This design comes from an exercise in tuning for small area, a short achievable clock period and few clock cycles on the open sky130 flow, not from production work.
Function was checked by simulation only, so behaviour that the tests miss may differ from the original.

## GCD
module GCD(
    input         clk,
    input         rst,         
    input         start,       
    input  [15:0] a_in,
    input  [15:0] b_in,
    output        done,        
    output [15:0] Gcd,
    output [55:0] seg          
    );
    localparam STEPS = 3;      
    reg [16:0] F, G;
    reg [4:0]  D;
    reg [3:0]  K;
    reg        Busy;
    reg        Slow;           
    reg        Low;            
    reg [2:0]  Cnt;            
    reg        DoneReg;
    reg [18:0] Dg;             
    function [42:0] gstep(input [16:0] f, input [16:0] g, input [4:0] d,
                          input [3:0] k);
        reg        sub, swap;
        reg [15:0] sq;
        reg [16:0] fo, go;
        reg [4:0]  dx;
        reg [1:0]  dec;
        begin
            sub  = !(f[1] ^ g[1]);
            sq   = {g[16], g[16:2]} + ({f[16], f[16:2]} ^ {16{sub}}) + 16'd1;
            swap = d[4];
            case ({f[0], g[0]})
            2'b00: begin    
                fo = {f[16], f[16:1]};
                go = {g[16], g[16:1]};
            end
            2'b01: begin    
                fo = g;
                go = {f[16], f[16:1]};
            end
            2'b10: begin    
                fo = f;
                go = g[1] ? {g[16], g[16:1]} : {{2{g[16]}}, g[16:2]};
            end
            default: begin
                fo = swap ? g : f;
                go = sq[0] ? {sq[15], sq} : {{2{sq[15]}}, sq[15:1]};
            end
            endcase
            dx  = ((!f[0] && g[0]) || (f[0] && g[0] && swap)) ? ~d : d;
            dec = !f[0] ? 2'd0
                : !g[0] ? (g[1] ? 2'd1 : 2'd2)
                : swap  ? (sq[0] ? 2'd0 : 2'd1)
                :         (sq[0] ? 2'd1 : 2'd2);
            gstep = {fo, go, dx - {3'd0, dec}, k + {3'd0, !f[0] && !g[0]}};
        end
    endfunction
    reg [16:0] fn, gn, fp, gp;
    reg [4:0]  dn;
    reg [3:0]  kn, kp;
    integer s;
    always @* begin
        fn = F; gn = G; dn = D; kn = K;
        fp = F; gp = G; kp = K;
        for (s = 0; s < STEPS; s = s + 1) begin
            if (s == STEPS - 1) begin fp = fn; gp = gn; kp = kn; end
            {fn, gn, dn, kn} = gstep(fn, gn, dn, kn);
        end
    end
    wire        TermP = (gp == 17'd0) && (fp[0] || fp == 17'd0);
    wire [16:0] Absf  = {fp[16:1] ^ {16{fp[16]}}, fp[0]};
  ...
For scale: roughly 1,800 cells after synthesis, ~13,000 µm² of cells after synthesis.
Settings: LEC_CHECK=0, ABC_CLOCK_PERIOD_IN_PS=8000, CAP_MARGIN=20, CORE_MARGIN=2, CORE_UTILIZATION=40, GPL_TIMING_DRIVEN=0, SLEW_MARGIN=20; clock period 38.0 ns.
run.sh (not shown) runs the stock make flow with config.mk's settings and CLKGATE_MAP_FILE= SYNTH_SCRIPT=/design/flow/synth_recipe.tcl, a recipe that flattens the netlist after the stock synthesis.
Testbench counts at the start, summed over its fixed seeds: cycles 22,027.
Rerun with:
ABC_AREA = 1   (was not set)
ABC_CLOCK_PERIOD_IN_PS = not set   (was 8000)
GPL_TIMING_DRIVEN = not set   (was 0)
Effect: Global-route usage drops by 3.5 points. Core utilization drops by 1.1 points.

* * *

== lane 1 ==
Another version of the RTL of GCD (not shown whole).
Size: about 82 flip-flops, ~12,000 um2 of cells after synthesis.
clock: 38.0 ns
lec_check: 0
abc_area: 1
cap_margin: 20
core_margin: 2
core_utilization: 40
cts_buf_list: sky130_fd_sc_hd__clkbuf_8
slew_margin: 20
standard.sh (not shown) runs the stock make flow with config.mk's settings and CLKGATE_MAP_FILE= SYNTH_SCRIPT=/design/flow/synth_recipe.tcl, a recipe that flattens the netlist after the stock synthesis.
==> flow/flow/run.sh <==
#!/bin/bash
set -euo pipefail
bash standard.sh finish SETUP_SLACK_MARGIN=29.3 \
    "BUFFER_PORTS_ARGS=-buffer_cell sky130_fd_sc_hd__buf_1" > standard.log 2>&1
Lane 1 closes out successfully: all stages finished, all timing, DRC and antenna checks passed.
Testbench counts of lane 1, summed over its fixed seeds: cycles 18,861.
[inputs] lane 2 vs lane 1
==> flow/flow/run.sh <==
#!/bin/bash
set -euo pipefail
bash standard.sh finish SETUP_SLACK_MARGIN=29.6 \
    "BUFFER_PORTS_ARGS=-buffer_cell sky130_fd_sc_hd__buf_1" > standard.log 2>&1
Notes after the runs:
- Data arrival time of the critical path was lower in the run labelled lane 2.
- Comparing portion of the layout cell area used by clock cells for lane 1 and lane 2, the smaller number came from lane 1.
- Compared with lane 1, lane 2 shows a higher initial DRC count.
- Diff lane 2..lane 1 | area share of xor/xnor cells in the synthesized design | unchanged
- Lane 2 has completed all stages; timing, DRC and antenna checks passed.
- Per the comparison of lane 2 with lane 1, detail-routed via count per cell increased about 1.1%, fraction of area in multi-input gates decreased 3.3 points, first-pass GRT wire length increased 1.7%.
Setup changes, lane 2 to lane 3
==> flow/flow/run.sh <==
#!/bin/bash
set -euo pipefail
bash standard.sh finish SETUP_SLACK_MARGIN=29.4 \
    "BUFFER_PORTS_ARGS=-buffer_cell sky130_fd_sc_hd__buf_1" > standard.log 2>&1
Results
Wire length per cell (lower): lane 2
Lane 3 vs. lane 2: number of vias after detailed routing now sits lower, least setup slack across all paths after layout now sits lower, average vias per placed instance now sits lower.
Compare lane 2 and lane 3 | finished layout cell area higher: lane 2

* * *

The RTL this note starts from:
==> flow/design.v <==
`timescale 1ns / 1ps
module GCD(
    input         clk,
    input         rst,         
    input         start,       
    input  [15:0] a_in,
    input  [15:0] b_in,
    output        done,        
    output [15:0] Gcd,
    output [55:0] seg          
    );
    localparam STEPS = 3;      
    reg [16:0] F, G;
    reg [1:0]  D;
    reg [3:0]  K;
    reg        Busy;
    reg        Slow;           
    reg        Low;            
    reg [2:0]  Cnt;            
    reg        DoneReg;
    reg [34:0] Sg;             
    function [39:0] gstep(input [16:0] f, input [16:0] g, input [1:0] d,
                          input [3:0] k);
        reg        sub, swap, odd2;
        reg [15:0] sq;
        reg [17:0] x;
        reg [16:0] fo, go;
        reg [1:0]  dx, dq;
        reg [3:0]  dw;
        reg [1:0]  sh, dec;
        begin
            sub  = !(f[1] ^ g[1]);
            sq   = {g[16], g[16:2]} + ({f[16], f[16:2]} ^ {16{sub}}) + 16'd1;
            swap = d[1];
            odd2 = f[0] && g[0];
            x    = odd2 ? {sq[15], sq, 1'b0}
                 : (f[0] || !g[0]) ? {g[16], g} : {f[16], f};
            sh   = (!f[0] || x[1]) ? 2'd1 : x[2] ? 2'd2 : 2'd3;
            go   = (sh == 2'd1) ? x[17:1]
                 : (sh == 2'd2) ? {x[17], x[17:2]} : {{2{x[17]}}, x[17:3]};
            fo   = !f[0] ? (g[0] ? g : {f[16], f[16:1]})
                         : (odd2 && swap) ? g : f;
            dx   = ((!f[0] && g[0]) || (odd2 && swap)) ? ~d : d;
            dec  = !f[0] ? 2'd0 : (odd2 && swap) ? sh - 2'd1 : sh;
            dw   = {{2{dx[1]}}, dx} - {2'd0, dec};
            dq   = (dw[3] && dw[2:1] != 2'b11) ? 2'b10 : dw[1:0];
            gstep = {fo, go, dq, k + {3'd0, !f[0] && !g[0]}};
        end
    endfunction
    reg [16:0] fn, gn, fp, gp;
    reg [1:0]  dn;
    reg [3:0]  kn, kp;
    integer s;
    always @* begin
        fn = F; gn = G; dn = D; kn = K;
        fp = F; gp = G; kp = K;
        for (s = 0; s < STEPS; s = s + 1) begin
            if (s == STEPS - 1) begin fp = fn; gp = gn; kp = kn; end
            {fn, gn, dn, kn} = gstep(fn, gn, dn, kn);
        end
    end
    wire [16:0] Xfg   = fp ^ gp;
    wire        TermP = ((gp == 17'd0) && (fp[0] || fp == 17'd0))
                     || (fp[0] && gp[0] && (&Xfg[16:1] || !(|Xfg[16:1])));
    wire [16:0] Absf  = {fp[16:1] ^ {16{fp[16]}}, fp[0]};
    wire        Big16 = |Absf[15:12];
    wire        Big   = |Absf[15:8];
    wire        Fast  = !Big && (kp == 4'd0);
    function [3:0] add3(input [3:0] x);
        case (x)
            4'd5: add3 = 4'd8;
            4'd6: add3 = 4'd9;
            4'd7: add3 = 4'd10;
            4'd8: add3 = 4'd11;
            4'd9: add3 = 4'd12;
            default: add3 = x;
        endcase
    endfunction
    function [9:0] bcd8(input [7:0] v);
        reg [11:0] r;
        integer i;
        begin
            r = 12'd0;
            for (i = 7; i >= 0; i = i - 1) begin
                r[3:0] = add3(r[3:0]);
                r[7:4] = add3(r[7:4]);
                r = {r[10:0], v[i]};
            end
            bcd8 = r[9:0];
        end
    endfunction
    function [18:0] dabble(input [18:0] d, input bit_in);
        dabble = {d[17:16],
                  add3(d[15:12]), add3(d[11:8]), add3(d[7:4]), add3(d[3:0]),
                  bit_in};
    endfunction
    wire [7:0] V8 = Big16 ? Absf[15:8] : Big ? Absf[11:4] : Absf[7:0];
    wire [9:0] B8 = bcd8(V8);
    function [4:0] zflags(input [18:0] d);
        reg z4, z3, z2, z1, z0;
        begin
            z4 = (d[18:16] == 3'd0);
            z3 = z4 && (d[15:12] == 4'd0);
            z2 = z3 && (d[11:8] == 4'd0);
            z1 = z2 && (d[7:4] == 4'd0);
            z0 = z1 && (d[3:0] == 4'd0);
            zflags = {z4, z3, z2, z1, z0};
        end
    endfunction
    function [6:0] seg7(input blank, input [3:0] x);
        reg a, b, c, d, e, f, g;
        begin
            a = (!x[3] && !x[2] && !x[1] && x[0]) || (x[2] && !x[1] && !x[0]);
            b = x[2] && (x[1] ^ x[0]);
            c = !x[2] && x[1] && !x[0];
            d = a || (x[2] && x[1] && x[0]);
            e = x[0] || (x[2] && !x[1]);
            f = (!x[3] && !x[2] && (x[1] || x[0])) || (x[2] && x[1] && x[0]);
            g = (!x[3] && !x[2] && !x[1]) || (x[2] && x[1] && x[0]);
            seg7 = {g, f, e, d, c, b, a} | {7{blank}};
        end
    endfunction
    function [3:0] unseg7(input [6:0] s);
        reg a, b, c, d, e, f, g;
        begin
            {g, f, e, d, c, b, a} = s;
            unseg7 = {!a && !b && !c && !d && !f && !g,
                      (b && !c) || (a && !f) || (g && f && !a),
                      (f && !(g && a)) || (b && !e),
                      e && !c && !(a && !f)};
        end
    endfunction
    function [34:0] segs(input [18:0] d, input [4:0] z);
        segs = {seg7(z[4], {1'b0, d[18:16]}), seg7(z[3], d[15:12]),
                seg7(z[2], d[11:8]), seg7(z[1], d[7:4]), seg7(z[0], d[3:0])};
    endfunction
    wire [3:0]  Dg4 = unseg7(Sg[34:28]);
    wire [18:0] Dg  = {Dg4[2:0], unseg7(Sg[27:21]), unseg7(Sg[20:14]),
                       unseg7(Sg[13:7]), unseg7(Sg[6:0])};
    assign seg  = {7'h7F, 7'h7F, 7'h7F, Sg};
    assign Gcd  = F[15:0];
    assign done = DoneReg;
    wire Conv = Busy && !Slow && TermP;
    wire [18:0] DgNext = dabble(Dg, Low ? F[Cnt] : 1'b0);
    always @(posedge clk) begin
        G <= Busy ? gn : {1'b0, b_in};
        D <= Busy ? dn : 2'd0;
        if (!Busy) begin
            F <= {1'b0, a_in};
            K <= 4'd0;
        end else if (Slow) begin
            if (!Low) begin
                F <= {F[15:0], 1'b0};
                K <= K - 4'd1;
            end
        end else begin
            F <= Conv ? Absf : fn;
            K <= kn;
        end
        Sg <= segs(Slow ? DgNext : {9'd0, B8},
                   Slow ? zflags(DgNext)
                        : {2'b11, V8 < 8'd100, V8 < 8'd10, V8 == 8'd0});
        if (Slow) Cnt <= Cnt - 3'd1;
        else      Cnt <= {Big16, 2'b11};
        if (rst) begin
            Busy    <= 1'b0;
            Slow    <= 1'b0;
            DoneReg <= 1'b0;
        end else begin
            DoneReg <= 1'b0;
            if (start) begin
                Busy <= 1'b1;
            end else if (Slow) begin
                if (Low) begin
                    if (Cnt == 3'd0) begin
                        Low <= 1'b0;
                        if (K == 4'd0) begin
                            Slow    <= 1'b0;
                            Busy    <= 1'b0;
                            DoneReg <= 1'b1;
                        end
                    end
                end else if (K == 4'd1) begin
                    Slow    <= 1'b0;
                    Busy    <= 1'b0;
                    DoneReg <= 1'b1;
                end
            end else if (Conv) begin
                if (Fast) begin
                    Busy    <= 1'b0;
                    DoneReg <= 1'b1;
                end else begin
                    Slow <= 1'b1;
                    Low  <= Big;
                end
            end
        end
    end
endmodule
==> flow/config.mk <==
export PLATFORM = sky130hd
export DESIGN_NAME = GCD
export DESIGN_NICKNAME = GCD
export VERILOG_FILES = /design/flow/design.v
export SDC_FILE = /design/flow/constraint.sdc
export NUM_CORES = 4
export LEC_CHECK = 0
export ABC_AREA = 1
export CAP_MARGIN = 20
export CORE_MARGIN = 2
export CORE_UTILIZATION = 55
export CTS_BUF_LIST = sky130_fd_sc_hd__clkbuf_8
export PLACE_DENSITY = 0.7
export SLEW_MARGIN = 20
==> flow/constraint.sdc <==
create_clock -name core_clock -period 38.0 [get_ports {clk}]
set_input_delay 7.6000 -clock core_clock [delete_from_list [all_inputs] [get_ports {clk}]]
set_output_delay 7.6000 -clock core_clock [all_outputs]
set_load 0.01 [all_outputs]
==> flow/flow/run.sh <==
#!/bin/bash
set -euo pipefail
bash standard.sh finish SETUP_SLACK_MARGIN=29.4 \
    "BUFFER_PORTS_ARGS=-buffer_cell sky130_fd_sc_hd__buf_1" > standard.log 2>&1
Testbench counts at the start, summed over its fixed seeds: cycles 18,861.
Change:
==> flow/run.sh (new file) <==
#!/bin/bash
# synth_recipe.tcl (not shown) runs the flow's synth.tcl, then flattens the netlist and writes it again
# the make line also repeats each setting of config.mk as NAME=value (left out here)
make -C /OpenROAD-flow-scripts/flow DESIGN_CONFIG=/design/flow/config.mk WORK_HOME=/design/flow/orfs CLKGATE_MAP_FILE= SYNTH_SCRIPT=/design/flow/synth_recipe.tcl finish
CORE_UTILIZATION = 40   (was 55)
PLACE_DENSITY = not set   (was 0.7)
removed: flow/flow/run.sh
removed: flow/standard.sh
Result: The new run completed without violations; final cell count is higher by 3.6%; cell area is higher by about 2.3%; routed wire length rises by 3.2%; fmax drops by about 10%; register-to-register slack degrades by 1.6 ns; synthesized cell count does not change; clock-buffer cell count shrinks by 1.
Change:
==> flow/flow/run.sh (new file) <==
#!/bin/bash
set -euo pipefail
bash standard.sh finish SETUP_SLACK_MARGIN=29 \
    "BUFFER_PORTS_ARGS=-buffer_cell sky130_fd_sc_hd__buf_1" > standard.log 2>&1
==> flow/standard.sh (new file) <==
#!/bin/bash
# synth_recipe.tcl (not shown) runs the flow's synth.tcl, then flattens the netlist and writes it again
# the make line also repeats each setting of config.mk as NAME=value (left out here)
make -C /OpenROAD-flow-scripts/flow DESIGN_CONFIG=/design/flow/config.mk WORK_HOME=/design/flow/orfs CLKGATE_MAP_FILE= SYNTH_SCRIPT=/design/flow/synth_recipe.tcl "${@:-finish}"
removed: flow/run.sh
What happened:
- hold slack degrades by 0.0045 ns
- final cell count climbs by 0.69%
- worst setup slack improves by 0.82 ns
- cell area drops by about 3.2%
Change:
==> flow/flow/run.sh (replaced) <==
#!/bin/bash
set -euo pipefail
bash standard.sh finish SETUP_SLACK_MARGIN=29 > standard.log 2>&1
Non-clock buffer count went up by 9.
Wire length increases by 1.3%.
Clock-buffer cell count stays the same.
Area after synthesis stays the same.
Maximum frequency barely changes.

==> afterwards: timing with drivers on the ports <==
Ports are ideal in the flow. The routed layouts listed here were re-timed in OpenROAD. Step 1, drivers: a clkbuf_16 drives clk and a buf_2 each remaining input, both assumed. Step 2 moves the port delays by t, midway between the first and last clock arrival at a register: inputs arrive t later, outputs are due t later. That takes back most of the time a late clock gives input paths. Three values: ideal ports, drivers, drivers and shift; two values: the first two.
run	t (ns)	setup WS [ns]	worst setup path at the end
the first run of note 1	0.382	24.390 / 24.390 / 24.390	register to register
the second run of note 1	0.395	28.190 / 28.213 / 27.818	input to register
lane 1	0.401	29.329 / 29.297 / 29.530	input to register
lane 2	0.399	29.414 / 29.380 / 29.538	input to register
lane 3	0.402	29.398 / 29.366 / 29.532	input to register
the first run of note 3	0.405	29.247 / 29.208 / 29.572	input to register
the second run of note 3	0.409	28.243 / 28.243 / 28.243	register to register
the third run of note 3	0.396	29.060 / 29.027 / 29.422	register to output
the fourth run of note 3	0.409	29.041 / 29.005 / 29.194	input to register
After both steps every run listed still meets setup and hold. For the second run of note 1, which loses most, drivers alone change the setup slack by +0.023 ns; drivers and shift together by -0.372 ns.
